This design comes from an exercise in tuning for small area and a short achievable clock period on the open sky130 flow, not from production work.
The RTL was checked by simulation tests, not by an equivalence proof against the original design.
Power figures rest on the tool's default switching activity, not on a simulated workload.

## the baseline
## tlb
module tlb(
    input wire clk,
    input wire [18:0] s0_vppn,
    input wire        s0_va_bit12,
    input wire [ 9:0] s0_asid,
    output wire        s0_found,
    output wire [ 3:0] s0_index,
    output wire [19:0] s0_ppn,
    output wire [ 5:0] s0_ps,
    output wire [ 1:0] s0_plv,
    output wire [ 1:0] s0_mat,
    output wire        s0_d   ,
    output wire        s0_v   ,
    input wire [18:0] s1_vppn,
    input wire        s1_va_bit12,
    input wire [ 9:0] s1_asid,
    output wire        s1_found,
    output wire [ 3:0] s1_index,
    output wire [19:0] s1_ppn,
    output wire [ 5:0] s1_ps,
    output wire [ 1:0] s1_plv,
    output wire [ 1:0] s1_mat,
    output wire        s1_d   ,
    output wire        s1_v   ,
    input wire         invtlb_valid,
    input wire  [ 4:0] invtlb_op,
    input wire        we,
    input wire        w_e,
    input wire [18:0] w_vppn,
    input wire [ 9:0] w_asid,
    input wire        w_g,
    input wire [ 5:0] w_ps,
    input wire [ 3:0] w_index,
    input wire [19:0] w_ppn0,
    input wire [ 1:0] w_plv0,
    input wire [ 1:0] w_mat0,
    input wire        w_d0   ,
    input wire        w_v0   ,
    input wire [19:0] w_ppn1,
    input wire [ 1:0] w_plv1,
    input wire [ 1:0] w_mat1,
    input wire        w_d1   ,
    input wire        w_v1   ,
    input wire [ 3:0] r_index,
    output wire        r_e,
    output wire [18:0] r_vppn,
    output wire [ 9:0] r_asid,
    output wire        r_g,
    output wire [ 5:0] r_ps,
    output wire [19:0] r_ppn0,
    output wire [ 1:0] r_plv0,
    output wire [ 1:0] r_mat0,
    output wire        r_d0   ,
    output wire        r_v0   ,
    output wire [19:0] r_ppn1,
    output wire [ 1:0] r_plv1,
    output wire [ 1:0] r_mat1,
    output wire        r_d1   ,
    output wire        r_v1
    );
wire [25:0] w_p0 = {w_ppn0, w_plv0, w_mat0, w_d0, w_v0};
wire [25:0] w_p1 = {w_ppn1, w_plv1, w_mat1, w_d1, w_v1};
wire        w_big = (w_ps == 6'd21);
wire        inv = invtlb_valid & ~we;
wire [15:0] e_q, big_q, g_q;
wire [18:0] vppn_q [15:0];
wire [ 9:0] asid_q [15:0];
wire [25:0] p0_q   [15:0];
wire [25:0] p1_q   [15:0];
wire [15:0] m0_n, m1_n;
wire [15:0] h0e, h0o, h1e, h1o;
genvar i;
  ...
For scale: roughly 5,300 cells after synthesis, ~0.069 sq mm of cells after synthesis.
Settings: LEC_CHECK=0, CAP_MARGIN=10, CORE_MARGIN=2, CORE_UTILIZATION=35, CTS_BUF_LIST=sky130_fd_sc_hd__clkbuf_8, CTS_CLUSTER_DIAMETER=50, CTS_CLUSTER_SIZE=12, SETUP_SLACK_MARGIN=3.5, SLEW_MARGIN=10, SYNTH_HIERARCHICAL=1; clock period 10.0 ns.
standard.sh (not shown) runs the stock make flow with config.mk's settings and CLKGATE_MAP_FILE= SYNTH_SCRIPT=/design/flow/synth_recipe.tcl, a recipe that flattens the netlist after the stock synthesis.
==> flow/flow/run.sh <==
#!/bin/bash
# Standard ORFS layout, except that the port buffers are buf_2 cells instead of
# the default pick (a clock delay cell), which adds about 0.5 ns to every port path.
set -euo pipefail
export BUFFER_PORTS_ARGS="-buffer_cell sky130_fd_sc_hd__buf_2"
bash standard.sh > standard.log 2>&1
For the candidate, these inputs were changed with respect to the baseline:
==> flow/flow/run.sh <==
#!/bin/bash
# Standard ORFS layout, except that the port buffers are buf_4 cells instead of
# the default pick (a clock delay cell), which adds about 0.5 ns to every port path.
set -euo pipefail
export BUFFER_PORTS_ARGS="-buffer_cell sky130_fd_sc_hd__buf_4"
bash standard.sh > standard.log 2>&1
-- flow/config.mk --
<<< the baseline, line 7
export LEC_CHECK = 0
export CAP_MARGIN = 10
export CORE_MARGIN = 2
>>> the candidate, line 7
export LEC_CHECK = 0
export CAP_MARGIN = 20
export CORE_MARGIN = 2
<<< the baseline, line 14
export SETUP_SLACK_MARGIN = 3.5
export SLEW_MARGIN = 10
export SYNTH_HIERARCHICAL = 1
>>> the candidate, line 14
export SETUP_SLACK_MARGIN = 3.5
export SLEW_MARGIN = 20
export SYNTH_HIERARCHICAL = 1
--- outcome ---
Clock group share of total power, the candidate and the baseline, higher one = the baseline.
The candidate ended up with sky130_fd_sc_hd__nor2_4 as its cell with the largest stage delay on the worst path; the baseline ended up with sky130_fd_sc_hd__nand2b_2.
Reported for the candidate and the baseline, die area turned out identical to the last digit.
s1_ppn[3] as the end of the critical path was reported by the candidate, and r_mat1[1] by the baseline.
Diff the baseline -> the candidate: switching part of the total went down, combinational group share of total power went up.
The candidate vs the baseline: global-route track usage on met1 down
Hold slack was lower in the candidate than in the baseline.

separate check: timing with driven ports:
In the flow no input, the clock included, has a driving cell. The finished layouts below were timed again as built, in two steps.
Step 1 assumes that a clkbuf_16 drives the clock port and a buf_2 every other input.
Step 2 moves the port delays by t, midway between the first and last clock arrival at a register: inputs arrive t later, outputs are due t later. That takes back most of the time a late clock gives input paths.
a / b / c = no drivers / after step 1 / after step 2; a / b = the first two.
run | t (ns) | setup WS [ns] | latest minus earliest clock arrival (ns) | worst slew at a driven data input, ns
the baseline | 1.034 | 3.352 / 3.291 / 3.291 | 0.080 / 0.081 | 0.19
the candidate | 1.016 | 3.414 / 3.331 / 3.331 | 0.099 / 0.099 | 0.22
After both steps every run listed still meets setup and hold. For the candidate, which loses most, drivers alone change the setup slack by -0.083 ns; drivers and shift together by -0.083 ns.
